Background: an optimization exercise with open tools, aiming at small area, a short achievable clock period and few clock cycles. Do not read the settings as production practice.
Only the layout flow was run in this run; the RTL was not checked for function there.
No activity file was given, so power comes from the tool's default toggle rates.

===== run.sh =====
#!/bin/bash
# synth_recipe.tcl (not shown) runs the flow's synth.tcl, then flattens the netlist and writes it again
# the make line also repeats each setting of config.mk as NAME=value (left out here)
make -C /OpenROAD-flow-scripts/flow DESIGN_CONFIG=/design/flow/config.mk WORK_HOME=/design/flow/orfs CLKGATE_MAP_FILE= SYNTH_SCRIPT=/design/flow/synth_recipe.tcl finish

===== config.mk =====
export PLATFORM = sky130hd
export DESIGN_NAME = encrpytion
export DESIGN_NICKNAME = encrpytion
export VERILOG_FILES = /design/flow/design.v
export SDC_FILE = /design/flow/constraint.sdc
export NUM_CORES = 4
export LEC_CHECK = 0
export ABC_AREA = 1
export CAP_MARGIN = 20
export CORE_MARGIN = 2
export CORE_UTILIZATION = 55
export PLACE_DENSITY = 0.7
export SETUP_SLACK_MARGIN = 5
export SLEW_MARGIN = 20

===== constraint.sdc =====
create_clock -name core_clock -period 10.0 [get_ports {clk}]
set_input_delay 2.0000 -clock core_clock [delete_from_list [all_inputs] [get_ports {clk}]]
set_output_delay 2.0000 -clock core_clock [all_outputs]
set_load 0.01 [all_outputs]

===== design.v =====
module encrpytion        
    # (parameter k = 32)(
    input clk,               
    input rst,               
    input en,                
    input [k-1:0]a,          
    input [2*k-1:0]n,        
    input [k:0]e,            
    output [k-1:0]cipher,    
    output reg ready_flag    
    );
reg  [k-1:0] R;          
reg  [k-1:0] P;          
reg  [k-1:0] Ni;         
reg          bq;         
reg  [4:0]   cnt;        
reg  [4:0]   idx;        
reg          ebit;       
reg          sq;         
reg          run;        
assign cipher = R;
reg  [4:0] idx0;
integer i;
always @(*) begin
    idx0 = 5'd0;
    for (i = 1; i <= k; i = i + 1)
        if (e[i]) idx0 = i - 1;
end
wire [k+2:0] x  = {2'b00, P, 1'b0};
wire [k+2:0] y  = {3'b000, bq ? R : {k{1'b0}}};
wire [k+2:0] z1 = {3'b111, Ni};           
wire [k+2:0] z2 = {2'b11, Ni, 1'b1};      
wire [k+2:0] s1 = x ^ y ^ z1;
wire [k+2:0] c1 = (x & y) | (x & z1) | (y & z1);
wire [k+2:0] s2 = x ^ y ^ z2;
wire [k+2:0] c2 = (x & y) | (x & z2) | (y & z2);
wire [34:0] ad0_p0 = x ^ y;
wire [34:0] ad0_g0 = x & y;
wire [34:0] ad0_G0 = {ad0_g0[34:1], ad0_g0[0] | (ad0_p0[0] & 1'b0)};
wire [34:0] ad0_P0 = ad0_p0;
wire ad0_g1_1 = ad0_G0[1] | (ad0_P0[1] & ad0_G0[0]);
wire ad0_p1_1 = ad0_P0[1] & ad0_P0[0];
wire ad0_g1_3 = ad0_G0[3] | (ad0_P0[3] & ad0_G0[2]);
wire ad0_p1_3 = ad0_P0[3] & ad0_P0[2];
wire ad0_g1_5 = ad0_G0[5] | (ad0_P0[5] & ad0_G0[4]);
wire ad0_p1_5 = ad0_P0[5] & ad0_P0[4];
wire ad0_g1_7 = ad0_G0[7] | (ad0_P0[7] & ad0_G0[6]);
wire ad0_p1_7 = ad0_P0[7] & ad0_P0[6];
wire ad0_g1_9 = ad0_G0[9] | (ad0_P0[9] & ad0_G0[8]);
wire ad0_p1_9 = ad0_P0[9] & ad0_P0[8];
wire ad0_g1_11 = ad0_G0[11] | (ad0_P0[11] & ad0_G0[10]);
wire ad0_p1_11 = ad0_P0[11] & ad0_P0[10];
wire ad0_g1_13 = ad0_G0[13] | (ad0_P0[13] & ad0_G0[12]);
wire ad0_p1_13 = ad0_P0[13] & ad0_P0[12];
wire ad0_g1_15 = ad0_G0[15] | (ad0_P0[15] & ad0_G0[14]);
wire ad0_p1_15 = ad0_P0[15] & ad0_P0[14];
wire ad0_g1_17 = ad0_G0[17] | (ad0_P0[17] & ad0_G0[16]);
wire ad0_p1_17 = ad0_P0[17] & ad0_P0[16];
wire ad0_g1_19 = ad0_G0[19] | (ad0_P0[19] & ad0_G0[18]);
wire ad0_p1_19 = ad0_P0[19] & ad0_P0[18];
wire ad0_g1_21 = ad0_G0[21] | (ad0_P0[21] & ad0_G0[20]);
wire ad0_p1_21 = ad0_P0[21] & ad0_P0[20];
wire ad0_g1_23 = ad0_G0[23] | (ad0_P0[23] & ad0_G0[22]);
wire ad0_p1_23 = ad0_P0[23] & ad0_P0[22];
wire ad0_g1_25 = ad0_G0[25] | (ad0_P0[25] & ad0_G0[24]);
wire ad0_p1_25 = ad0_P0[25] & ad0_P0[24];
wire ad0_g1_27 = ad0_G0[27] | (ad0_P0[27] & ad0_G0[26]);
wire ad0_p1_27 = ad0_P0[27] & ad0_P0[26];
wire ad0_g1_29 = ad0_G0[29] | (ad0_P0[29] & ad0_G0[28]);
wire ad0_p1_29 = ad0_P0[29] & ad0_P0[28];
wire ad0_g1_31 = ad0_G0[31] | (ad0_P0[31] & ad0_G0[30]);
wire ad0_p1_31 = ad0_P0[31] & ad0_P0[30];
wire ad0_g1_33 = ad0_G0[33] | (ad0_P0[33] & ad0_G0[32]);
wire ad0_p1_33 = ad0_P0[33] & ad0_P0[32];
wire ad0_g2_3 = ad0_g1_3 | (ad0_p1_3 & ad0_g1_1);
wire ad0_p2_3 = ad0_p1_3 & ad0_p1_1;
wire ad0_g2_5 = ad0_g1_5 | (ad0_p1_5 & ad0_g1_3);
wire ad0_p2_5 = ad0_p1_5 & ad0_p1_3;
wire ad0_g2_7 = ad0_g1_7 | (ad0_p1_7 & ad0_g1_5);
wire ad0_p2_7 = ad0_p1_7 & ad0_p1_5;
wire ad0_g2_9 = ad0_g1_9 | (ad0_p1_9 & ad0_g1_7);
wire ad0_p2_9 = ad0_p1_9 & ad0_p1_7;
wire ad0_g2_11 = ad0_g1_11 | (ad0_p1_11 & ad0_g1_9);
wire ad0_p2_11 = ad0_p1_11 & ad0_p1_9;
wire ad0_g2_13 = ad0_g1_13 | (ad0_p1_13 & ad0_g1_11);
wire ad0_p2_13 = ad0_p1_13 & ad0_p1_11;
wire ad0_g2_15 = ad0_g1_15 | (ad0_p1_15 & ad0_g1_13);
wire ad0_p2_15 = ad0_p1_15 & ad0_p1_13;
wire ad0_g2_17 = ad0_g1_17 | (ad0_p1_17 & ad0_g1_15);
wire ad0_p2_17 = ad0_p1_17 & ad0_p1_15;
wire ad0_g2_19 = ad0_g1_19 | (ad0_p1_19 & ad0_g1_17);
wire ad0_p2_19 = ad0_p1_19 & ad0_p1_17;
wire ad0_g2_21 = ad0_g1_21 | (ad0_p1_21 & ad0_g1_19);
wire ad0_p2_21 = ad0_p1_21 & ad0_p1_19;
wire ad0_g2_23 = ad0_g1_23 | (ad0_p1_23 & ad0_g1_21);
wire ad0_p2_23 = ad0_p1_23 & ad0_p1_21;
wire ad0_g2_25 = ad0_g1_25 | (ad0_p1_25 & ad0_g1_23);
wire ad0_p2_25 = ad0_p1_25 & ad0_p1_23;
wire ad0_g2_27 = ad0_g1_27 | (ad0_p1_27 & ad0_g1_25);
wire ad0_p2_27 = ad0_p1_27 & ad0_p1_25;
wire ad0_g2_29 = ad0_g1_29 | (ad0_p1_29 & ad0_g1_27);
wire ad0_p2_29 = ad0_p1_29 & ad0_p1_27;
wire ad0_g2_31 = ad0_g1_31 | (ad0_p1_31 & ad0_g1_29);
wire ad0_p2_31 = ad0_p1_31 & ad0_p1_29;
wire ad0_g2_33 = ad0_g1_33 | (ad0_p1_33 & ad0_g1_31);
wire ad0_p2_33 = ad0_p1_33 & ad0_p1_31;
wire ad0_g3_5 = ad0_g2_5 | (ad0_p2_5 & ad0_g1_1);
wire ad0_p3_5 = ad0_p2_5 & ad0_p1_1;
wire ad0_g3_7 = ad0_g2_7 | (ad0_p2_7 & ad0_g2_3);
wire ad0_p3_7 = ad0_p2_7 & ad0_p2_3;
wire ad0_g3_9 = ad0_g2_9 | (ad0_p2_9 & ad0_g2_5);
wire ad0_p3_9 = ad0_p2_9 & ad0_p2_5;
wire ad0_g3_11 = ad0_g2_11 | (ad0_p2_11 & ad0_g2_7);
wire ad0_p3_11 = ad0_p2_11 & ad0_p2_7;
wire ad0_g3_13 = ad0_g2_13 | (ad0_p2_13 & ad0_g2_9);
wire ad0_p3_13 = ad0_p2_13 & ad0_p2_9;
wire ad0_g3_15 = ad0_g2_15 | (ad0_p2_15 & ad0_g2_11);
wire ad0_p3_15 = ad0_p2_15 & ad0_p2_11;
wire ad0_g3_17 = ad0_g2_17 | (ad0_p2_17 & ad0_g2_13);
wire ad0_p3_17 = ad0_p2_17 & ad0_p2_13;
wire ad0_g3_19 = ad0_g2_19 | (ad0_p2_19 & ad0_g2_15);
wire ad0_p3_19 = ad0_p2_19 & ad0_p2_15;
wire ad0_g3_21 = ad0_g2_21 | (ad0_p2_21 & ad0_g2_17);
wire ad0_p3_21 = ad0_p2_21 & ad0_p2_17;
wire ad0_g3_23 = ad0_g2_23 | (ad0_p2_23 & ad0_g2_19);
wire ad0_p3_23 = ad0_p2_23 & ad0_p2_19;
wire ad0_g3_25 = ad0_g2_25 | (ad0_p2_25 & ad0_g2_21);
wire ad0_p3_25 = ad0_p2_25 & ad0_p2_21;
wire ad0_g3_27 = ad0_g2_27 | (ad0_p2_27 & ad0_g2_23);
wire ad0_p3_27 = ad0_p2_27 & ad0_p2_23;
wire ad0_g3_29 = ad0_g2_29 | (ad0_p2_29 & ad0_g2_25);
wire ad0_p3_29 = ad0_p2_29 & ad0_p2_25;
wire ad0_g3_31 = ad0_g2_31 | (ad0_p2_31 & ad0_g2_27);
wire ad0_p3_31 = ad0_p2_31 & ad0_p2_27;
wire ad0_g3_33 = ad0_g2_33 | (ad0_p2_33 & ad0_g2_29);
wire ad0_p3_33 = ad0_p2_33 & ad0_p2_29;
wire ad0_g4_9 = ad0_g3_9 | (ad0_p3_9 & ad0_g1_1);
wire ad0_p4_9 = ad0_p3_9 & ad0_p1_1;
wire ad0_g4_11 = ad0_g3_11 | (ad0_p3_11 & ad0_g2_3);
wire ad0_p4_11 = ad0_p3_11 & ad0_p2_3;
wire ad0_g4_13 = ad0_g3_13 | (ad0_p3_13 & ad0_g3_5);
wire ad0_p4_13 = ad0_p3_13 & ad0_p3_5;
wire ad0_g4_15 = ad0_g3_15 | (ad0_p3_15 & ad0_g3_7);
wire ad0_p4_15 = ad0_p3_15 & ad0_p3_7;
wire ad0_g4_17 = ad0_g3_17 | (ad0_p3_17 & ad0_g3_9);
wire ad0_p4_17 = ad0_p3_17 & ad0_p3_9;
wire ad0_g4_19 = ad0_g3_19 | (ad0_p3_19 & ad0_g3_11);
wire ad0_p4_19 = ad0_p3_19 & ad0_p3_11;
wire ad0_g4_21 = ad0_g3_21 | (ad0_p3_21 & ad0_g3_13);
wire ad0_p4_21 = ad0_p3_21 & ad0_p3_13;
wire ad0_g4_23 = ad0_g3_23 | (ad0_p3_23 & ad0_g3_15);
wire ad0_p4_23 = ad0_p3_23 & ad0_p3_15;
wire ad0_g4_25 = ad0_g3_25 | (ad0_p3_25 & ad0_g3_17);
wire ad0_p4_25 = ad0_p3_25 & ad0_p3_17;
wire ad0_g4_27 = ad0_g3_27 | (ad0_p3_27 & ad0_g3_19);
wire ad0_p4_27 = ad0_p3_27 & ad0_p3_19;
wire ad0_g4_29 = ad0_g3_29 | (ad0_p3_29 & ad0_g3_21);
wire ad0_p4_29 = ad0_p3_29 & ad0_p3_21;
wire ad0_g4_31 = ad0_g3_31 | (ad0_p3_31 & ad0_g3_23);
wire ad0_p4_31 = ad0_p3_31 & ad0_p3_23;
wire ad0_g4_33 = ad0_g3_33 | (ad0_p3_33 & ad0_g3_25);
wire ad0_p4_33 = ad0_p3_33 & ad0_p3_25;
wire ad0_g5_17 = ad0_g4_17 | (ad0_p4_17 & ad0_g1_1);
wire ad0_p5_17 = ad0_p4_17 & ad0_p1_1;
wire ad0_g5_19 = ad0_g4_19 | (ad0_p4_19 & ad0_g2_3);
wire ad0_p5_19 = ad0_p4_19 & ad0_p2_3;
wire ad0_g5_21 = ad0_g4_21 | (ad0_p4_21 & ad0_g3_5);
wire ad0_p5_21 = ad0_p4_21 & ad0_p3_5;
wire ad0_g5_23 = ad0_g4_23 | (ad0_p4_23 & ad0_g3_7);
wire ad0_p5_23 = ad0_p4_23 & ad0_p3_7;
wire ad0_g5_25 = ad0_g4_25 | (ad0_p4_25 & ad0_g4_9);
wire ad0_p5_25 = ad0_p4_25 & ad0_p4_9;
wire ad0_g5_27 = ad0_g4_27 | (ad0_p4_27 & ad0_g4_11);
wire ad0_p5_27 = ad0_p4_27 & ad0_p4_11;
wire ad0_g5_29 = ad0_g4_29 | (ad0_p4_29 & ad0_g4_13);
wire ad0_p5_29 = ad0_p4_29 & ad0_p4_13;
wire ad0_g5_31 = ad0_g4_31 | (ad0_p4_31 & ad0_g4_15);
wire ad0_p5_31 = ad0_p4_31 & ad0_p4_15;
wire ad0_g5_33 = ad0_g4_33 | (ad0_p4_33 & ad0_g4_17);
wire ad0_p5_33 = ad0_p4_33 & ad0_p4_17;
wire ad0_g6_33 = ad0_g5_33 | (ad0_p5_33 & ad0_g1_1);
wire ad0_p6_33 = ad0_p5_33 & ad0_p1_1;
wire ad0_g7_2 = ad0_G0[2] | (ad0_P0[2] & ad0_g1_1);
wire ad0_p7_2 = ad0_P0[2] & ad0_p1_1;
wire ad0_g7_4 = ad0_G0[4] | (ad0_P0[4] & ad0_g2_3);
wire ad0_p7_4 = ad0_P0[4] & ad0_p2_3;
wire ad0_g7_6 = ad0_G0[6] | (ad0_P0[6] & ad0_g3_5);
wire ad0_p7_6 = ad0_P0[6] & ad0_p3_5;
wire ad0_g7_8 = ad0_G0[8] | (ad0_P0[8] & ad0_g3_7);
wire ad0_p7_8 = ad0_P0[8] & ad0_p3_7;
wire ad0_g7_10 = ad0_G0[10] | (ad0_P0[10] & ad0_g4_9);
wire ad0_p7_10 = ad0_P0[10] & ad0_p4_9;
wire ad0_g7_12 = ad0_G0[12] | (ad0_P0[12] & ad0_g4_11);
wire ad0_p7_12 = ad0_P0[12] & ad0_p4_11;
wire ad0_g7_14 = ad0_G0[14] | (ad0_P0[14] & ad0_g4_13);
wire ad0_p7_14 = ad0_P0[14] & ad0_p4_13;
wire ad0_g7_16 = ad0_G0[16] | (ad0_P0[16] & ad0_g4_15);
wire ad0_p7_16 = ad0_P0[16] & ad0_p4_15;
wire ad0_g7_18 = ad0_G0[18] | (ad0_P0[18] & ad0_g5_17);
wire ad0_p7_18 = ad0_P0[18] & ad0_p5_17;
wire ad0_g7_20 = ad0_G0[20] | (ad0_P0[20] & ad0_g5_19);
wire ad0_p7_20 = ad0_P0[20] & ad0_p5_19;
wire ad0_g7_22 = ad0_G0[22] | (ad0_P0[22] & ad0_g5_21);
wire ad0_p7_22 = ad0_P0[22] & ad0_p5_21;
wire ad0_g7_24 = ad0_G0[24] | (ad0_P0[24] & ad0_g5_23);
wire ad0_p7_24 = ad0_P0[24] & ad0_p5_23;
wire ad0_g7_26 = ad0_G0[26] | (ad0_P0[26] & ad0_g5_25);
wire ad0_p7_26 = ad0_P0[26] & ad0_p5_25;
wire ad0_g7_28 = ad0_G0[28] | (ad0_P0[28] & ad0_g5_27);
wire ad0_p7_28 = ad0_P0[28] & ad0_p5_27;
wire ad0_g7_30 = ad0_G0[30] | (ad0_P0[30] & ad0_g5_29);
wire ad0_p7_30 = ad0_P0[30] & ad0_p5_29;
wire ad0_g7_32 = ad0_G0[32] | (ad0_P0[32] & ad0_g5_31);
wire ad0_p7_32 = ad0_P0[32] & ad0_p5_31;
wire ad0_g7_34 = ad0_G0[34] | (ad0_P0[34] & ad0_g6_33);
wire ad0_p7_34 = ad0_P0[34] & ad0_p6_33;
wire [34:0] t0 = ad0_p0 ^ {ad0_g6_33, ad0_g7_32, ad0_g5_31, ad0_g7_30, ad0_g5_29, ad0_g7_28, ad0_g5_27, ad0_g7_26, ad0_g5_25, ad0_g7_24, ad0_g5_23, ad0_g7_22, ad0_g5_21, ad0_g7_20, ad0_g5_19, ad0_g7_18, ad0_g5_17, ad0_g7_16, ad0_g4_15, ad0_g7_14, ad0_g4_13, ad0_g7_12, ad0_g4_11, ad0_g7_10, ad0_g4_9, ad0_g7_8, ad0_g3_7, ad0_g7_6, ad0_g3_5, ad0_g7_4, ad0_g2_3, ad0_g7_2, ad0_g1_1, ad0_G0[0], 1'b0};
wire [34:0] ad1_p0 = s1 ^ {c1[k+1:0], 1'b0};
wire [34:0] ad1_g0 = s1 & {c1[k+1:0], 1'b0};
wire [34:0] ad1_G0 = {ad1_g0[34:1], ad1_g0[0] | (ad1_p0[0] & 1'b1)};
wire [34:0] ad1_P0 = ad1_p0;
wire ad1_g1_1 = ad1_G0[1] | (ad1_P0[1] & ad1_G0[0]);
wire ad1_p1_1 = ad1_P0[1] & ad1_P0[0];
wire ad1_g1_3 = ad1_G0[3] | (ad1_P0[3] & ad1_G0[2]);
wire ad1_p1_3 = ad1_P0[3] & ad1_P0[2];
wire ad1_g1_5 = ad1_G0[5] | (ad1_P0[5] & ad1_G0[4]);
wire ad1_p1_5 = ad1_P0[5] & ad1_P0[4];
wire ad1_g1_7 = ad1_G0[7] | (ad1_P0[7] & ad1_G0[6]);
wire ad1_p1_7 = ad1_P0[7] & ad1_P0[6];
wire ad1_g1_9 = ad1_G0[9] | (ad1_P0[9] & ad1_G0[8]);
wire ad1_p1_9 = ad1_P0[9] & ad1_P0[8];
wire ad1_g1_11 = ad1_G0[11] | (ad1_P0[11] & ad1_G0[10]);
wire ad1_p1_11 = ad1_P0[11] & ad1_P0[10];
wire ad1_g1_13 = ad1_G0[13] | (ad1_P0[13] & ad1_G0[12]);
wire ad1_p1_13 = ad1_P0[13] & ad1_P0[12];
wire ad1_g1_15 = ad1_G0[15] | (ad1_P0[15] & ad1_G0[14]);
wire ad1_p1_15 = ad1_P0[15] & ad1_P0[14];
wire ad1_g1_17 = ad1_G0[17] | (ad1_P0[17] & ad1_G0[16]);
wire ad1_p1_17 = ad1_P0[17] & ad1_P0[16];
wire ad1_g1_19 = ad1_G0[19] | (ad1_P0[19] & ad1_G0[18]);
wire ad1_p1_19 = ad1_P0[19] & ad1_P0[18];
wire ad1_g1_21 = ad1_G0[21] | (ad1_P0[21] & ad1_G0[20]);
wire ad1_p1_21 = ad1_P0[21] & ad1_P0[20];
wire ad1_g1_23 = ad1_G0[23] | (ad1_P0[23] & ad1_G0[22]);
wire ad1_p1_23 = ad1_P0[23] & ad1_P0[22];
wire ad1_g1_25 = ad1_G0[25] | (ad1_P0[25] & ad1_G0[24]);
wire ad1_p1_25 = ad1_P0[25] & ad1_P0[24];
wire ad1_g1_27 = ad1_G0[27] | (ad1_P0[27] & ad1_G0[26]);
wire ad1_p1_27 = ad1_P0[27] & ad1_P0[26];
wire ad1_g1_29 = ad1_G0[29] | (ad1_P0[29] & ad1_G0[28]);
wire ad1_p1_29 = ad1_P0[29] & ad1_P0[28];
wire ad1_g1_31 = ad1_G0[31] | (ad1_P0[31] & ad1_G0[30]);
wire ad1_p1_31 = ad1_P0[31] & ad1_P0[30];
wire ad1_g1_33 = ad1_G0[33] | (ad1_P0[33] & ad1_G0[32]);
wire ad1_p1_33 = ad1_P0[33] & ad1_P0[32];
wire ad1_g2_3 = ad1_g1_3 | (ad1_p1_3 & ad1_g1_1);
wire ad1_p2_3 = ad1_p1_3 & ad1_p1_1;
wire ad1_g2_5 = ad1_g1_5 | (ad1_p1_5 & ad1_g1_3);
wire ad1_p2_5 = ad1_p1_5 & ad1_p1_3;
wire ad1_g2_7 = ad1_g1_7 | (ad1_p1_7 & ad1_g1_5);
wire ad1_p2_7 = ad1_p1_7 & ad1_p1_5;
wire ad1_g2_9 = ad1_g1_9 | (ad1_p1_9 & ad1_g1_7);
wire ad1_p2_9 = ad1_p1_9 & ad1_p1_7;
wire ad1_g2_11 = ad1_g1_11 | (ad1_p1_11 & ad1_g1_9);
wire ad1_p2_11 = ad1_p1_11 & ad1_p1_9;
wire ad1_g2_13 = ad1_g1_13 | (ad1_p1_13 & ad1_g1_11);
wire ad1_p2_13 = ad1_p1_13 & ad1_p1_11;
wire ad1_g2_15 = ad1_g1_15 | (ad1_p1_15 & ad1_g1_13);
wire ad1_p2_15 = ad1_p1_15 & ad1_p1_13;
wire ad1_g2_17 = ad1_g1_17 | (ad1_p1_17 & ad1_g1_15);
wire ad1_p2_17 = ad1_p1_17 & ad1_p1_15;
wire ad1_g2_19 = ad1_g1_19 | (ad1_p1_19 & ad1_g1_17);
wire ad1_p2_19 = ad1_p1_19 & ad1_p1_17;
wire ad1_g2_21 = ad1_g1_21 | (ad1_p1_21 & ad1_g1_19);
wire ad1_p2_21 = ad1_p1_21 & ad1_p1_19;
wire ad1_g2_23 = ad1_g1_23 | (ad1_p1_23 & ad1_g1_21);
wire ad1_p2_23 = ad1_p1_23 & ad1_p1_21;
wire ad1_g2_25 = ad1_g1_25 | (ad1_p1_25 & ad1_g1_23);
wire ad1_p2_25 = ad1_p1_25 & ad1_p1_23;
wire ad1_g2_27 = ad1_g1_27 | (ad1_p1_27 & ad1_g1_25);
wire ad1_p2_27 = ad1_p1_27 & ad1_p1_25;
wire ad1_g2_29 = ad1_g1_29 | (ad1_p1_29 & ad1_g1_27);
wire ad1_p2_29 = ad1_p1_29 & ad1_p1_27;
wire ad1_g2_31 = ad1_g1_31 | (ad1_p1_31 & ad1_g1_29);
wire ad1_p2_31 = ad1_p1_31 & ad1_p1_29;
wire ad1_g2_33 = ad1_g1_33 | (ad1_p1_33 & ad1_g1_31);
wire ad1_p2_33 = ad1_p1_33 & ad1_p1_31;
wire ad1_g3_5 = ad1_g2_5 | (ad1_p2_5 & ad1_g1_1);
wire ad1_p3_5 = ad1_p2_5 & ad1_p1_1;
wire ad1_g3_7 = ad1_g2_7 | (ad1_p2_7 & ad1_g2_3);
wire ad1_p3_7 = ad1_p2_7 & ad1_p2_3;
wire ad1_g3_9 = ad1_g2_9 | (ad1_p2_9 & ad1_g2_5);
wire ad1_p3_9 = ad1_p2_9 & ad1_p2_5;
wire ad1_g3_11 = ad1_g2_11 | (ad1_p2_11 & ad1_g2_7);
wire ad1_p3_11 = ad1_p2_11 & ad1_p2_7;
wire ad1_g3_13 = ad1_g2_13 | (ad1_p2_13 & ad1_g2_9);
wire ad1_p3_13 = ad1_p2_13 & ad1_p2_9;
wire ad1_g3_15 = ad1_g2_15 | (ad1_p2_15 & ad1_g2_11);
wire ad1_p3_15 = ad1_p2_15 & ad1_p2_11;
wire ad1_g3_17 = ad1_g2_17 | (ad1_p2_17 & ad1_g2_13);
wire ad1_p3_17 = ad1_p2_17 & ad1_p2_13;
wire ad1_g3_19 = ad1_g2_19 | (ad1_p2_19 & ad1_g2_15);
wire ad1_p3_19 = ad1_p2_19 & ad1_p2_15;
wire ad1_g3_21 = ad1_g2_21 | (ad1_p2_21 & ad1_g2_17);
wire ad1_p3_21 = ad1_p2_21 & ad1_p2_17;
wire ad1_g3_23 = ad1_g2_23 | (ad1_p2_23 & ad1_g2_19);
wire ad1_p3_23 = ad1_p2_23 & ad1_p2_19;
wire ad1_g3_25 = ad1_g2_25 | (ad1_p2_25 & ad1_g2_21);
wire ad1_p3_25 = ad1_p2_25 & ad1_p2_21;
wire ad1_g3_27 = ad1_g2_27 | (ad1_p2_27 & ad1_g2_23);
wire ad1_p3_27 = ad1_p2_27 & ad1_p2_23;
wire ad1_g3_29 = ad1_g2_29 | (ad1_p2_29 & ad1_g2_25);
wire ad1_p3_29 = ad1_p2_29 & ad1_p2_25;
wire ad1_g3_31 = ad1_g2_31 | (ad1_p2_31 & ad1_g2_27);
wire ad1_p3_31 = ad1_p2_31 & ad1_p2_27;
wire ad1_g3_33 = ad1_g2_33 | (ad1_p2_33 & ad1_g2_29);
wire ad1_p3_33 = ad1_p2_33 & ad1_p2_29;
wire ad1_g4_9 = ad1_g3_9 | (ad1_p3_9 & ad1_g1_1);
wire ad1_p4_9 = ad1_p3_9 & ad1_p1_1;
wire ad1_g4_11 = ad1_g3_11 | (ad1_p3_11 & ad1_g2_3);
wire ad1_p4_11 = ad1_p3_11 & ad1_p2_3;
wire ad1_g4_13 = ad1_g3_13 | (ad1_p3_13 & ad1_g3_5);
wire ad1_p4_13 = ad1_p3_13 & ad1_p3_5;
wire ad1_g4_15 = ad1_g3_15 | (ad1_p3_15 & ad1_g3_7);
wire ad1_p4_15 = ad1_p3_15 & ad1_p3_7;
wire ad1_g4_17 = ad1_g3_17 | (ad1_p3_17 & ad1_g3_9);
wire ad1_p4_17 = ad1_p3_17 & ad1_p3_9;
wire ad1_g4_19 = ad1_g3_19 | (ad1_p3_19 & ad1_g3_11);
wire ad1_p4_19 = ad1_p3_19 & ad1_p3_11;
wire ad1_g4_21 = ad1_g3_21 | (ad1_p3_21 & ad1_g3_13);
wire ad1_p4_21 = ad1_p3_21 & ad1_p3_13;
wire ad1_g4_23 = ad1_g3_23 | (ad1_p3_23 & ad1_g3_15);
wire ad1_p4_23 = ad1_p3_23 & ad1_p3_15;
wire ad1_g4_25 = ad1_g3_25 | (ad1_p3_25 & ad1_g3_17);
wire ad1_p4_25 = ad1_p3_25 & ad1_p3_17;
wire ad1_g4_27 = ad1_g3_27 | (ad1_p3_27 & ad1_g3_19);
wire ad1_p4_27 = ad1_p3_27 & ad1_p3_19;
wire ad1_g4_29 = ad1_g3_29 | (ad1_p3_29 & ad1_g3_21);
wire ad1_p4_29 = ad1_p3_29 & ad1_p3_21;
wire ad1_g4_31 = ad1_g3_31 | (ad1_p3_31 & ad1_g3_23);
wire ad1_p4_31 = ad1_p3_31 & ad1_p3_23;
wire ad1_g4_33 = ad1_g3_33 | (ad1_p3_33 & ad1_g3_25);
wire ad1_p4_33 = ad1_p3_33 & ad1_p3_25;
wire ad1_g5_17 = ad1_g4_17 | (ad1_p4_17 & ad1_g1_1);
wire ad1_p5_17 = ad1_p4_17 & ad1_p1_1;
wire ad1_g5_19 = ad1_g4_19 | (ad1_p4_19 & ad1_g2_3);
wire ad1_p5_19 = ad1_p4_19 & ad1_p2_3;
wire ad1_g5_21 = ad1_g4_21 | (ad1_p4_21 & ad1_g3_5);
wire ad1_p5_21 = ad1_p4_21 & ad1_p3_5;
wire ad1_g5_23 = ad1_g4_23 | (ad1_p4_23 & ad1_g3_7);
wire ad1_p5_23 = ad1_p4_23 & ad1_p3_7;
wire ad1_g5_25 = ad1_g4_25 | (ad1_p4_25 & ad1_g4_9);
wire ad1_p5_25 = ad1_p4_25 & ad1_p4_9;
wire ad1_g5_27 = ad1_g4_27 | (ad1_p4_27 & ad1_g4_11);
wire ad1_p5_27 = ad1_p4_27 & ad1_p4_11;
wire ad1_g5_29 = ad1_g4_29 | (ad1_p4_29 & ad1_g4_13);
wire ad1_p5_29 = ad1_p4_29 & ad1_p4_13;
wire ad1_g5_31 = ad1_g4_31 | (ad1_p4_31 & ad1_g4_15);
wire ad1_p5_31 = ad1_p4_31 & ad1_p4_15;
wire ad1_g5_33 = ad1_g4_33 | (ad1_p4_33 & ad1_g4_17);
wire ad1_p5_33 = ad1_p4_33 & ad1_p4_17;
wire ad1_g6_33 = ad1_g5_33 | (ad1_p5_33 & ad1_g1_1);
wire ad1_p6_33 = ad1_p5_33 & ad1_p1_1;
wire ad1_g7_2 = ad1_G0[2] | (ad1_P0[2] & ad1_g1_1);
wire ad1_p7_2 = ad1_P0[2] & ad1_p1_1;
wire ad1_g7_4 = ad1_G0[4] | (ad1_P0[4] & ad1_g2_3);
wire ad1_p7_4 = ad1_P0[4] & ad1_p2_3;
wire ad1_g7_6 = ad1_G0[6] | (ad1_P0[6] & ad1_g3_5);
wire ad1_p7_6 = ad1_P0[6] & ad1_p3_5;
wire ad1_g7_8 = ad1_G0[8] | (ad1_P0[8] & ad1_g3_7);
wire ad1_p7_8 = ad1_P0[8] & ad1_p3_7;
wire ad1_g7_10 = ad1_G0[10] | (ad1_P0[10] & ad1_g4_9);
wire ad1_p7_10 = ad1_P0[10] & ad1_p4_9;
wire ad1_g7_12 = ad1_G0[12] | (ad1_P0[12] & ad1_g4_11);
wire ad1_p7_12 = ad1_P0[12] & ad1_p4_11;
wire ad1_g7_14 = ad1_G0[14] | (ad1_P0[14] & ad1_g4_13);
wire ad1_p7_14 = ad1_P0[14] & ad1_p4_13;
wire ad1_g7_16 = ad1_G0[16] | (ad1_P0[16] & ad1_g4_15);
wire ad1_p7_16 = ad1_P0[16] & ad1_p4_15;
wire ad1_g7_18 = ad1_G0[18] | (ad1_P0[18] & ad1_g5_17);
wire ad1_p7_18 = ad1_P0[18] & ad1_p5_17;
wire ad1_g7_20 = ad1_G0[20] | (ad1_P0[20] & ad1_g5_19);
wire ad1_p7_20 = ad1_P0[20] & ad1_p5_19;
wire ad1_g7_22 = ad1_G0[22] | (ad1_P0[22] & ad1_g5_21);
wire ad1_p7_22 = ad1_P0[22] & ad1_p5_21;
wire ad1_g7_24 = ad1_G0[24] | (ad1_P0[24] & ad1_g5_23);
wire ad1_p7_24 = ad1_P0[24] & ad1_p5_23;
wire ad1_g7_26 = ad1_G0[26] | (ad1_P0[26] & ad1_g5_25);
wire ad1_p7_26 = ad1_P0[26] & ad1_p5_25;
wire ad1_g7_28 = ad1_G0[28] | (ad1_P0[28] & ad1_g5_27);
wire ad1_p7_28 = ad1_P0[28] & ad1_p5_27;
wire ad1_g7_30 = ad1_G0[30] | (ad1_P0[30] & ad1_g5_29);
wire ad1_p7_30 = ad1_P0[30] & ad1_p5_29;
wire ad1_g7_32 = ad1_G0[32] | (ad1_P0[32] & ad1_g5_31);
wire ad1_p7_32 = ad1_P0[32] & ad1_p5_31;
wire ad1_g7_34 = ad1_G0[34] | (ad1_P0[34] & ad1_g6_33);
wire ad1_p7_34 = ad1_P0[34] & ad1_p6_33;
wire [34:0] t1 = ad1_p0 ^ {ad1_g6_33, ad1_g7_32, ad1_g5_31, ad1_g7_30, ad1_g5_29, ad1_g7_28, ad1_g5_27, ad1_g7_26, ad1_g5_25, ad1_g7_24, ad1_g5_23, ad1_g7_22, ad1_g5_21, ad1_g7_20, ad1_g5_19, ad1_g7_18, ad1_g5_17, ad1_g7_16, ad1_g4_15, ad1_g7_14, ad1_g4_13, ad1_g7_12, ad1_g4_11, ad1_g7_10, ad1_g4_9, ad1_g7_8, ad1_g3_7, ad1_g7_6, ad1_g3_5, ad1_g7_4, ad1_g2_3, ad1_g7_2, ad1_g1_1, ad1_G0[0], 1'b1};
wire [34:0] ad2_p0 = s2 ^ {c2[k+1:0], 1'b0};
wire [34:0] ad2_g0 = s2 & {c2[k+1:0], 1'b0};
wire [34:0] ad2_G0 = {ad2_g0[34:1], ad2_g0[0] | (ad2_p0[0] & 1'b1)};
wire [34:0] ad2_P0 = ad2_p0;
wire ad2_g1_1 = ad2_G0[1] | (ad2_P0[1] & ad2_G0[0]);
wire ad2_p1_1 = ad2_P0[1] & ad2_P0[0];
wire ad2_g1_3 = ad2_G0[3] | (ad2_P0[3] & ad2_G0[2]);
wire ad2_p1_3 = ad2_P0[3] & ad2_P0[2];
wire ad2_g1_5 = ad2_G0[5] | (ad2_P0[5] & ad2_G0[4]);
wire ad2_p1_5 = ad2_P0[5] & ad2_P0[4];
wire ad2_g1_7 = ad2_G0[7] | (ad2_P0[7] & ad2_G0[6]);
wire ad2_p1_7 = ad2_P0[7] & ad2_P0[6];
wire ad2_g1_9 = ad2_G0[9] | (ad2_P0[9] & ad2_G0[8]);
wire ad2_p1_9 = ad2_P0[9] & ad2_P0[8];
wire ad2_g1_11 = ad2_G0[11] | (ad2_P0[11] & ad2_G0[10]);
wire ad2_p1_11 = ad2_P0[11] & ad2_P0[10];
wire ad2_g1_13 = ad2_G0[13] | (ad2_P0[13] & ad2_G0[12]);
wire ad2_p1_13 = ad2_P0[13] & ad2_P0[12];
wire ad2_g1_15 = ad2_G0[15] | (ad2_P0[15] & ad2_G0[14]);
wire ad2_p1_15 = ad2_P0[15] & ad2_P0[14];
wire ad2_g1_17 = ad2_G0[17] | (ad2_P0[17] & ad2_G0[16]);
wire ad2_p1_17 = ad2_P0[17] & ad2_P0[16];
wire ad2_g1_19 = ad2_G0[19] | (ad2_P0[19] & ad2_G0[18]);
wire ad2_p1_19 = ad2_P0[19] & ad2_P0[18];
wire ad2_g1_21 = ad2_G0[21] | (ad2_P0[21] & ad2_G0[20]);
wire ad2_p1_21 = ad2_P0[21] & ad2_P0[20];
wire ad2_g1_23 = ad2_G0[23] | (ad2_P0[23] & ad2_G0[22]);
wire ad2_p1_23 = ad2_P0[23] & ad2_P0[22];
wire ad2_g1_25 = ad2_G0[25] | (ad2_P0[25] & ad2_G0[24]);
wire ad2_p1_25 = ad2_P0[25] & ad2_P0[24];
wire ad2_g1_27 = ad2_G0[27] | (ad2_P0[27] & ad2_G0[26]);
wire ad2_p1_27 = ad2_P0[27] & ad2_P0[26];
wire ad2_g1_29 = ad2_G0[29] | (ad2_P0[29] & ad2_G0[28]);
wire ad2_p1_29 = ad2_P0[29] & ad2_P0[28];
wire ad2_g1_31 = ad2_G0[31] | (ad2_P0[31] & ad2_G0[30]);
wire ad2_p1_31 = ad2_P0[31] & ad2_P0[30];
wire ad2_g1_33 = ad2_G0[33] | (ad2_P0[33] & ad2_G0[32]);
wire ad2_p1_33 = ad2_P0[33] & ad2_P0[32];
wire ad2_g2_3 = ad2_g1_3 | (ad2_p1_3 & ad2_g1_1);
wire ad2_p2_3 = ad2_p1_3 & ad2_p1_1;
wire ad2_g2_5 = ad2_g1_5 | (ad2_p1_5 & ad2_g1_3);
wire ad2_p2_5 = ad2_p1_5 & ad2_p1_3;
wire ad2_g2_7 = ad2_g1_7 | (ad2_p1_7 & ad2_g1_5);
wire ad2_p2_7 = ad2_p1_7 & ad2_p1_5;
wire ad2_g2_9 = ad2_g1_9 | (ad2_p1_9 & ad2_g1_7);
wire ad2_p2_9 = ad2_p1_9 & ad2_p1_7;
wire ad2_g2_11 = ad2_g1_11 | (ad2_p1_11 & ad2_g1_9);
wire ad2_p2_11 = ad2_p1_11 & ad2_p1_9;
wire ad2_g2_13 = ad2_g1_13 | (ad2_p1_13 & ad2_g1_11);
wire ad2_p2_13 = ad2_p1_13 & ad2_p1_11;
wire ad2_g2_15 = ad2_g1_15 | (ad2_p1_15 & ad2_g1_13);
wire ad2_p2_15 = ad2_p1_15 & ad2_p1_13;
wire ad2_g2_17 = ad2_g1_17 | (ad2_p1_17 & ad2_g1_15);
wire ad2_p2_17 = ad2_p1_17 & ad2_p1_15;
wire ad2_g2_19 = ad2_g1_19 | (ad2_p1_19 & ad2_g1_17);
wire ad2_p2_19 = ad2_p1_19 & ad2_p1_17;
wire ad2_g2_21 = ad2_g1_21 | (ad2_p1_21 & ad2_g1_19);
wire ad2_p2_21 = ad2_p1_21 & ad2_p1_19;
wire ad2_g2_23 = ad2_g1_23 | (ad2_p1_23 & ad2_g1_21);
wire ad2_p2_23 = ad2_p1_23 & ad2_p1_21;
wire ad2_g2_25 = ad2_g1_25 | (ad2_p1_25 & ad2_g1_23);
wire ad2_p2_25 = ad2_p1_25 & ad2_p1_23;
wire ad2_g2_27 = ad2_g1_27 | (ad2_p1_27 & ad2_g1_25);
wire ad2_p2_27 = ad2_p1_27 & ad2_p1_25;
wire ad2_g2_29 = ad2_g1_29 | (ad2_p1_29 & ad2_g1_27);
wire ad2_p2_29 = ad2_p1_29 & ad2_p1_27;
wire ad2_g2_31 = ad2_g1_31 | (ad2_p1_31 & ad2_g1_29);
wire ad2_p2_31 = ad2_p1_31 & ad2_p1_29;
wire ad2_g2_33 = ad2_g1_33 | (ad2_p1_33 & ad2_g1_31);
wire ad2_p2_33 = ad2_p1_33 & ad2_p1_31;
wire ad2_g3_5 = ad2_g2_5 | (ad2_p2_5 & ad2_g1_1);
wire ad2_p3_5 = ad2_p2_5 & ad2_p1_1;
wire ad2_g3_7 = ad2_g2_7 | (ad2_p2_7 & ad2_g2_3);
wire ad2_p3_7 = ad2_p2_7 & ad2_p2_3;
wire ad2_g3_9 = ad2_g2_9 | (ad2_p2_9 & ad2_g2_5);
wire ad2_p3_9 = ad2_p2_9 & ad2_p2_5;
wire ad2_g3_11 = ad2_g2_11 | (ad2_p2_11 & ad2_g2_7);
wire ad2_p3_11 = ad2_p2_11 & ad2_p2_7;
wire ad2_g3_13 = ad2_g2_13 | (ad2_p2_13 & ad2_g2_9);
wire ad2_p3_13 = ad2_p2_13 & ad2_p2_9;
wire ad2_g3_15 = ad2_g2_15 | (ad2_p2_15 & ad2_g2_11);
wire ad2_p3_15 = ad2_p2_15 & ad2_p2_11;
wire ad2_g3_17 = ad2_g2_17 | (ad2_p2_17 & ad2_g2_13);
wire ad2_p3_17 = ad2_p2_17 & ad2_p2_13;
wire ad2_g3_19 = ad2_g2_19 | (ad2_p2_19 & ad2_g2_15);
wire ad2_p3_19 = ad2_p2_19 & ad2_p2_15;
wire ad2_g3_21 = ad2_g2_21 | (ad2_p2_21 & ad2_g2_17);
wire ad2_p3_21 = ad2_p2_21 & ad2_p2_17;
wire ad2_g3_23 = ad2_g2_23 | (ad2_p2_23 & ad2_g2_19);
wire ad2_p3_23 = ad2_p2_23 & ad2_p2_19;
wire ad2_g3_25 = ad2_g2_25 | (ad2_p2_25 & ad2_g2_21);
wire ad2_p3_25 = ad2_p2_25 & ad2_p2_21;
wire ad2_g3_27 = ad2_g2_27 | (ad2_p2_27 & ad2_g2_23);
wire ad2_p3_27 = ad2_p2_27 & ad2_p2_23;
wire ad2_g3_29 = ad2_g2_29 | (ad2_p2_29 & ad2_g2_25);
wire ad2_p3_29 = ad2_p2_29 & ad2_p2_25;
wire ad2_g3_31 = ad2_g2_31 | (ad2_p2_31 & ad2_g2_27);
wire ad2_p3_31 = ad2_p2_31 & ad2_p2_27;
wire ad2_g3_33 = ad2_g2_33 | (ad2_p2_33 & ad2_g2_29);
wire ad2_p3_33 = ad2_p2_33 & ad2_p2_29;
wire ad2_g4_9 = ad2_g3_9 | (ad2_p3_9 & ad2_g1_1);
wire ad2_p4_9 = ad2_p3_9 & ad2_p1_1;
wire ad2_g4_11 = ad2_g3_11 | (ad2_p3_11 & ad2_g2_3);
wire ad2_p4_11 = ad2_p3_11 & ad2_p2_3;
wire ad2_g4_13 = ad2_g3_13 | (ad2_p3_13 & ad2_g3_5);
wire ad2_p4_13 = ad2_p3_13 & ad2_p3_5;
wire ad2_g4_15 = ad2_g3_15 | (ad2_p3_15 & ad2_g3_7);
wire ad2_p4_15 = ad2_p3_15 & ad2_p3_7;
wire ad2_g4_17 = ad2_g3_17 | (ad2_p3_17 & ad2_g3_9);
wire ad2_p4_17 = ad2_p3_17 & ad2_p3_9;
wire ad2_g4_19 = ad2_g3_19 | (ad2_p3_19 & ad2_g3_11);
wire ad2_p4_19 = ad2_p3_19 & ad2_p3_11;
wire ad2_g4_21 = ad2_g3_21 | (ad2_p3_21 & ad2_g3_13);
wire ad2_p4_21 = ad2_p3_21 & ad2_p3_13;
wire ad2_g4_23 = ad2_g3_23 | (ad2_p3_23 & ad2_g3_15);
wire ad2_p4_23 = ad2_p3_23 & ad2_p3_15;
wire ad2_g4_25 = ad2_g3_25 | (ad2_p3_25 & ad2_g3_17);
wire ad2_p4_25 = ad2_p3_25 & ad2_p3_17;
wire ad2_g4_27 = ad2_g3_27 | (ad2_p3_27 & ad2_g3_19);
wire ad2_p4_27 = ad2_p3_27 & ad2_p3_19;
wire ad2_g4_29 = ad2_g3_29 | (ad2_p3_29 & ad2_g3_21);
wire ad2_p4_29 = ad2_p3_29 & ad2_p3_21;
wire ad2_g4_31 = ad2_g3_31 | (ad2_p3_31 & ad2_g3_23);
wire ad2_p4_31 = ad2_p3_31 & ad2_p3_23;
wire ad2_g4_33 = ad2_g3_33 | (ad2_p3_33 & ad2_g3_25);
wire ad2_p4_33 = ad2_p3_33 & ad2_p3_25;
wire ad2_g5_17 = ad2_g4_17 | (ad2_p4_17 & ad2_g1_1);
wire ad2_p5_17 = ad2_p4_17 & ad2_p1_1;
wire ad2_g5_19 = ad2_g4_19 | (ad2_p4_19 & ad2_g2_3);
wire ad2_p5_19 = ad2_p4_19 & ad2_p2_3;
wire ad2_g5_21 = ad2_g4_21 | (ad2_p4_21 & ad2_g3_5);
wire ad2_p5_21 = ad2_p4_21 & ad2_p3_5;
wire ad2_g5_23 = ad2_g4_23 | (ad2_p4_23 & ad2_g3_7);
wire ad2_p5_23 = ad2_p4_23 & ad2_p3_7;
wire ad2_g5_25 = ad2_g4_25 | (ad2_p4_25 & ad2_g4_9);
wire ad2_p5_25 = ad2_p4_25 & ad2_p4_9;
wire ad2_g5_27 = ad2_g4_27 | (ad2_p4_27 & ad2_g4_11);
wire ad2_p5_27 = ad2_p4_27 & ad2_p4_11;
wire ad2_g5_29 = ad2_g4_29 | (ad2_p4_29 & ad2_g4_13);
wire ad2_p5_29 = ad2_p4_29 & ad2_p4_13;
wire ad2_g5_31 = ad2_g4_31 | (ad2_p4_31 & ad2_g4_15);
wire ad2_p5_31 = ad2_p4_31 & ad2_p4_15;
wire ad2_g5_33 = ad2_g4_33 | (ad2_p4_33 & ad2_g4_17);
wire ad2_p5_33 = ad2_p4_33 & ad2_p4_17;
wire ad2_g6_33 = ad2_g5_33 | (ad2_p5_33 & ad2_g1_1);
wire ad2_p6_33 = ad2_p5_33 & ad2_p1_1;
wire ad2_g7_2 = ad2_G0[2] | (ad2_P0[2] & ad2_g1_1);
wire ad2_p7_2 = ad2_P0[2] & ad2_p1_1;
wire ad2_g7_4 = ad2_G0[4] | (ad2_P0[4] & ad2_g2_3);
wire ad2_p7_4 = ad2_P0[4] & ad2_p2_3;
wire ad2_g7_6 = ad2_G0[6] | (ad2_P0[6] & ad2_g3_5);
wire ad2_p7_6 = ad2_P0[6] & ad2_p3_5;
wire ad2_g7_8 = ad2_G0[8] | (ad2_P0[8] & ad2_g3_7);
wire ad2_p7_8 = ad2_P0[8] & ad2_p3_7;
wire ad2_g7_10 = ad2_G0[10] | (ad2_P0[10] & ad2_g4_9);
wire ad2_p7_10 = ad2_P0[10] & ad2_p4_9;
wire ad2_g7_12 = ad2_G0[12] | (ad2_P0[12] & ad2_g4_11);
wire ad2_p7_12 = ad2_P0[12] & ad2_p4_11;
wire ad2_g7_14 = ad2_G0[14] | (ad2_P0[14] & ad2_g4_13);
wire ad2_p7_14 = ad2_P0[14] & ad2_p4_13;
wire ad2_g7_16 = ad2_G0[16] | (ad2_P0[16] & ad2_g4_15);
wire ad2_p7_16 = ad2_P0[16] & ad2_p4_15;
wire ad2_g7_18 = ad2_G0[18] | (ad2_P0[18] & ad2_g5_17);
wire ad2_p7_18 = ad2_P0[18] & ad2_p5_17;
wire ad2_g7_20 = ad2_G0[20] | (ad2_P0[20] & ad2_g5_19);
wire ad2_p7_20 = ad2_P0[20] & ad2_p5_19;
wire ad2_g7_22 = ad2_G0[22] | (ad2_P0[22] & ad2_g5_21);
wire ad2_p7_22 = ad2_P0[22] & ad2_p5_21;
wire ad2_g7_24 = ad2_G0[24] | (ad2_P0[24] & ad2_g5_23);
wire ad2_p7_24 = ad2_P0[24] & ad2_p5_23;
wire ad2_g7_26 = ad2_G0[26] | (ad2_P0[26] & ad2_g5_25);
wire ad2_p7_26 = ad2_P0[26] & ad2_p5_25;
wire ad2_g7_28 = ad2_G0[28] | (ad2_P0[28] & ad2_g5_27);
wire ad2_p7_28 = ad2_P0[28] & ad2_p5_27;
wire ad2_g7_30 = ad2_G0[30] | (ad2_P0[30] & ad2_g5_29);
wire ad2_p7_30 = ad2_P0[30] & ad2_p5_29;
wire ad2_g7_32 = ad2_G0[32] | (ad2_P0[32] & ad2_g5_31);
wire ad2_p7_32 = ad2_P0[32] & ad2_p5_31;
wire ad2_g7_34 = ad2_G0[34] | (ad2_P0[34] & ad2_g6_33);
wire ad2_p7_34 = ad2_P0[34] & ad2_p6_33;
wire [34:0] t2 = ad2_p0 ^ {ad2_g6_33, ad2_g7_32, ad2_g5_31, ad2_g7_30, ad2_g5_29, ad2_g7_28, ad2_g5_27, ad2_g7_26, ad2_g5_25, ad2_g7_24, ad2_g5_23, ad2_g7_22, ad2_g5_21, ad2_g7_20, ad2_g5_19, ad2_g7_18, ad2_g5_17, ad2_g7_16, ad2_g4_15, ad2_g7_14, ad2_g4_13, ad2_g7_12, ad2_g4_11, ad2_g7_10, ad2_g4_9, ad2_g7_8, ad2_g3_7, ad2_g7_6, ad2_g3_5, ad2_g7_4, ad2_g2_3, ad2_g7_2, ad2_g1_1, ad2_G0[0], 1'b1};
wire [k-1:0] res = !t2[k+2] ? t2[k-1:0] : !t1[k+2] ? t1[k-1:0] : t0[k-1:0];
wire last   = (cnt == 5'd31);
wire domul  = sq & ebit;
wire finish = last & ~domul & (idx == 5'd0);
wire idle   = ~run & ~ready_flag;
always @(posedge clk or posedge rst) begin
    if (rst) begin
        run <= 1'b0;
        ready_flag <= 1'b0;
    end else begin
        run <= en & (idle | (run & ~finish));
        ready_flag <= en & (ready_flag | (run & finish));
    end
end
always @(posedge clk)
    Ni <= ~n[k-1:0];
always @(posedge clk) begin
    ebit <= e[idx];
    P <= (idle | last) ? {k{1'b0}} : res;
    if (idle) begin
        R   <= a;
        bq  <= a[k-1];
        cnt <= 5'd30;
        idx <= idx0;
        sq  <= 1'b1;
    end else if (run) begin
        cnt <= cnt - 5'd1;
        if (last) begin
            R <= res;
            if (domul) begin
                sq <= 1'b0;
                bq <= a[k-1];
            end else begin
                sq  <= 1'b1;
                bq  <= res[k-1];
                idx <= idx - 5'd1;
            end
        end else begin
            bq <= sq ? R[cnt] : a[cnt];
        end
    end
end
endmodule

==> run summary <==
min Tclk post-route: 4840 ps
part of the cycle the worst path needs: 0.484
commonest non-fill, non-tap cell in the layout: nand2_1
CTS tree: built
Final TNS setup: 0 ps
DRT Pass-1 Iters: 5
pre-CTS WS: 4330 ps
Worst EP required: 10,090 ps
reg2reg start: bq$_DFFE_PP_
Peak Freq: 0.207 GHz
syn_area_per_cell: 8.45 um^2
Mapped Area: 10,600 um^2
Distinct cells, synth: 50
number of port buffers: 132
status: finished clean
Hold Path End: cnt[4]$_SDFFE_PP1P_
crit path max-delay cell type: fa_2
Min-Delay Path Depth: 1
Wirelength per Cell: 17.8 um
Mapped Nets: 1,590
CP Launch Type: flip-flop
vias: 9,054
share of post-route cells with drive strength above 1: 0.0692
Slew Limit Headroom: 0.348
Worst Hold Class: reg2reg
sequential area share after synthesis: 0.247
Routability Congestion: 0.915
clock root buffer: clkbuf_16
Fin. Hold Viols: 0
dpl hpwl: 21,900 um
reg2reg setup slack: 5160 ps
Placed Area: 12,100 um^2
P&R area growth vs syn: 19.7%
Die Wd: 143 um
Buf+Inv Stages, Crit Path: 3
VDD IR max: 0.167 mV
TritonCTS Buffers: 9
area of the die: 20,400 um^2
Mapped Cells: 1,253
first-pass GRT wire length: 46,100 um
fin. max-slew vios: 0
reg2reg end: bq$_DFFE_PP_
Worst-path clk slew: 80 ps
clk sinks: 111
Hold Startpoint: cnt[4]$_SDFFE_PP1P_
diodes inserted: 0
YS warnings: 1
All-Layer GR Usage: 0.294
Reg2Reg Depth: 26
fraction of registers with async set/reset: 0.0180
vias in the first global route: 9,071
H-tree depth: 3
final setup fails: 0
initial antenna violation count: 0
Post-Route WL: 28,800 um
MaxCap Viol Count: 0
vias per cell: 5.59
Lkg Pwr: 6.05 nW
Post-synth EDFFs: 38
row cnt: 50
CP peak stage delay: 600 ps
starting density of the core: 0.564
largest net degree at the start of global routing: 67
DRC Markers: 0
skew final: 8.47 ps
I/O pin count: 165
nets@finish: 1,719
commonest cells after routing, fill and taps aside: nand2_1, inv_1, clkdlybuf4s50_1, nor2_1, o21ai_0
Pwr Density: 333 nW/um^2
DR iter-0 viols: 645
Arr. time, crit path: 4930 ps
Post-DRT Antenna Nets: 0
die height: 143 um
Setup crit end kind: flip-flop
gr ovfl total: 0
CP top delay family: compound AO/OA/AOI/OAI gates
worst-margin pin slew: 976 ps
Worst-Skew Late Latency: 370 ps
Core ar.: 18,800 um^2
fin area: 12,700 um^2
#FFs+latches synth: 111
CTS max path bufs: 2
final core occ: 0.675
ys flop type: dfxtp_1
Tot Pwr: 4.21 mW
WS Path Type: reg2reg
Hold Buf Count CTS: 0
worst setup margin: 5160 ps
CP Max Fanout: 5
RSZ-0062 raised after global routing: yes
sequential cells by signal, indices dropped and copies added (netlist names):
name,flops
R,32
sq,1
idx,5
cnt,5
run,1
Ni,32
bq,1
ebit,1
ready_flag,1
P,32
Yosys cell counts, drive strengths merged (2+ instances only):
| library cell | instances | share of area |
|---|---|---|
| nand2 | 234 | 0.085 |
| inv | 150 | 0.053 |
| o21ai | 127 | 0.062 |
| nor2 | 119 | 0.042 |
| fa | 109 | 0.21 |
| ha | 96 | 0.11 |
| a21oi | 86 | 0.041 |
| dfxtp | 71 | 0.13 |
| edfxtp | 38 | 0.11 |
| nand3 | 36 | 0.019 |
| clkbuf | 29 | 0.010 |
| xnor2 | 28 | 0.023 |
| xor2 | 18 | 0.015 |
| mux2i | 15 | 0.014 |
| mux2 | 14 | 0.015 |
| o22ai | 11 | 0.0065 |
| buf | 8 | 0.0041 |
| o211ai | 8 | 0.0061 |
| o221ai | 7 | 0.0058 |
| a31oi | 6 | 0.0035 |
| nor3 | 6 | 0.0028 |
| a21o | 5 | 0.0035 |
| nand4 | 5 | 0.0030 |
| a211oi | 3 | 0.0021 |
| a22oi | 3 | 0.0021 |
| clkinv | 3 | 0.0011 |
| nor4 | 3 | 0.0018 |
| a221oi | 2 | 0.0017 |
| dfrtp | 2 | 0.0047 |
| o21bai | 2 | 0.0014 |
layer usage:
layer,up-vias,track usage,part of all wire
li1,4401,-,-
met1,4299,0.406,0.44
met2,312,0.485,0.47
met3,42,0.0429,0.067
met4,0,0.0844,0.021
met5,-,0,0
worst max-delay path by stage:
stage                       from           end  slack, ps  cells after the start
floorplan           bq$_DFFE_PP_  bq$_DFFE_PP_       5440                     26
global placement    bq$_DFFE_PP_  bq$_DFFE_PP_       4420                     25
detailed placement  bq$_DFFE_PP_  bq$_DFFE_PP_       4330                     25
CTS                 bq$_DFFE_PP_  bq$_DFFE_PP_       5020                     26
global route        bq$_DFFE_PP_  bq$_DFFE_PP_       4890                     26
finish              bq$_DFFE_PP_  bq$_DFFE_PP_       5160                     26
where the power goes:
| part | switching, mW | internal, mW |
|---|---|---|
| combinational | 1.71 | 1.33 |
| sequential | 0.164 | 0.636 |
| clock | 0.186 | 0.180 |
| total | 2.07 | 2.15 |
cell type report:
class                      count  area (um^2)
multi-input combinational    953         7380
fill                        1609         6100
sequential                   111         2610
timing repair buffer         154         1510
inverter                     153          574
tap                          234          293
clock buffer                  10          239
clock inverter                 6         50.0
logic make-up (layout without fill, tap and decap cells):
| kind of cell | Yosys count | in the layout | share of synthesized area |
|---|---|---|---|
| AO/OA/AOI/OAI | 266 | 267 | 0.141 |
| XOR/XNOR | 46 | 46 | 0.0381 |
| adder cells (fa/ha/maj) | 205 | 205 | 0.320 |
| buffers and inverters | 190 | 323 | 0.0687 |
| flip-flops | 111 | 111 | 0.247 |
| multiplexers | 29 | 29 | 0.0291 |
| AND/OR/NAND/NOR | 406 | 406 | 0.157 |
per-stage QoR:
step	std cells	hold WS, ps
detailed placement	1590	517
CTS	1614	524
global placement	1588	500
global route	1621	543
finish	1621	524
floorplan	1253	480
repair_timing:
item / in CTS / in global routing
endpoints found under the setup margin: 17 / 16
endpoints found under the hold margin: 0 / 0
buffers inserted: 8 / 5
resized for setup: 4 / 26
cloned: 0 / 1
pin swaps: 3 / 14

-- afterwards: timing with drivers on the ports --
Ports are ideal in the flow. The routed layout listed here was re-timed in OpenROAD.
Step 1 sets driving cells, clkbuf_16 on the clock port and buf_2 on the other inputs (assumed; they add their load-dependent delay and slew).
Step 2 moves the port delays by t, midway between the first and last clock arrival at a register: inputs arrive t later, outputs are due t later. That takes back most of the time a late clock gives input paths.
Slacks: ideal / step 1 / step 2; pairs: ideal / step 1.
t (ns): 0.410
slack for setup (ns): 5.163 / 5.163 / 5.163
hold WS [ns]: 0.524 / 0.524 / 0.524
After both steps this run still meets setup and hold. The setup slack of this run moves by 0.000 ns with the drivers and by 0.000 ns with both steps.
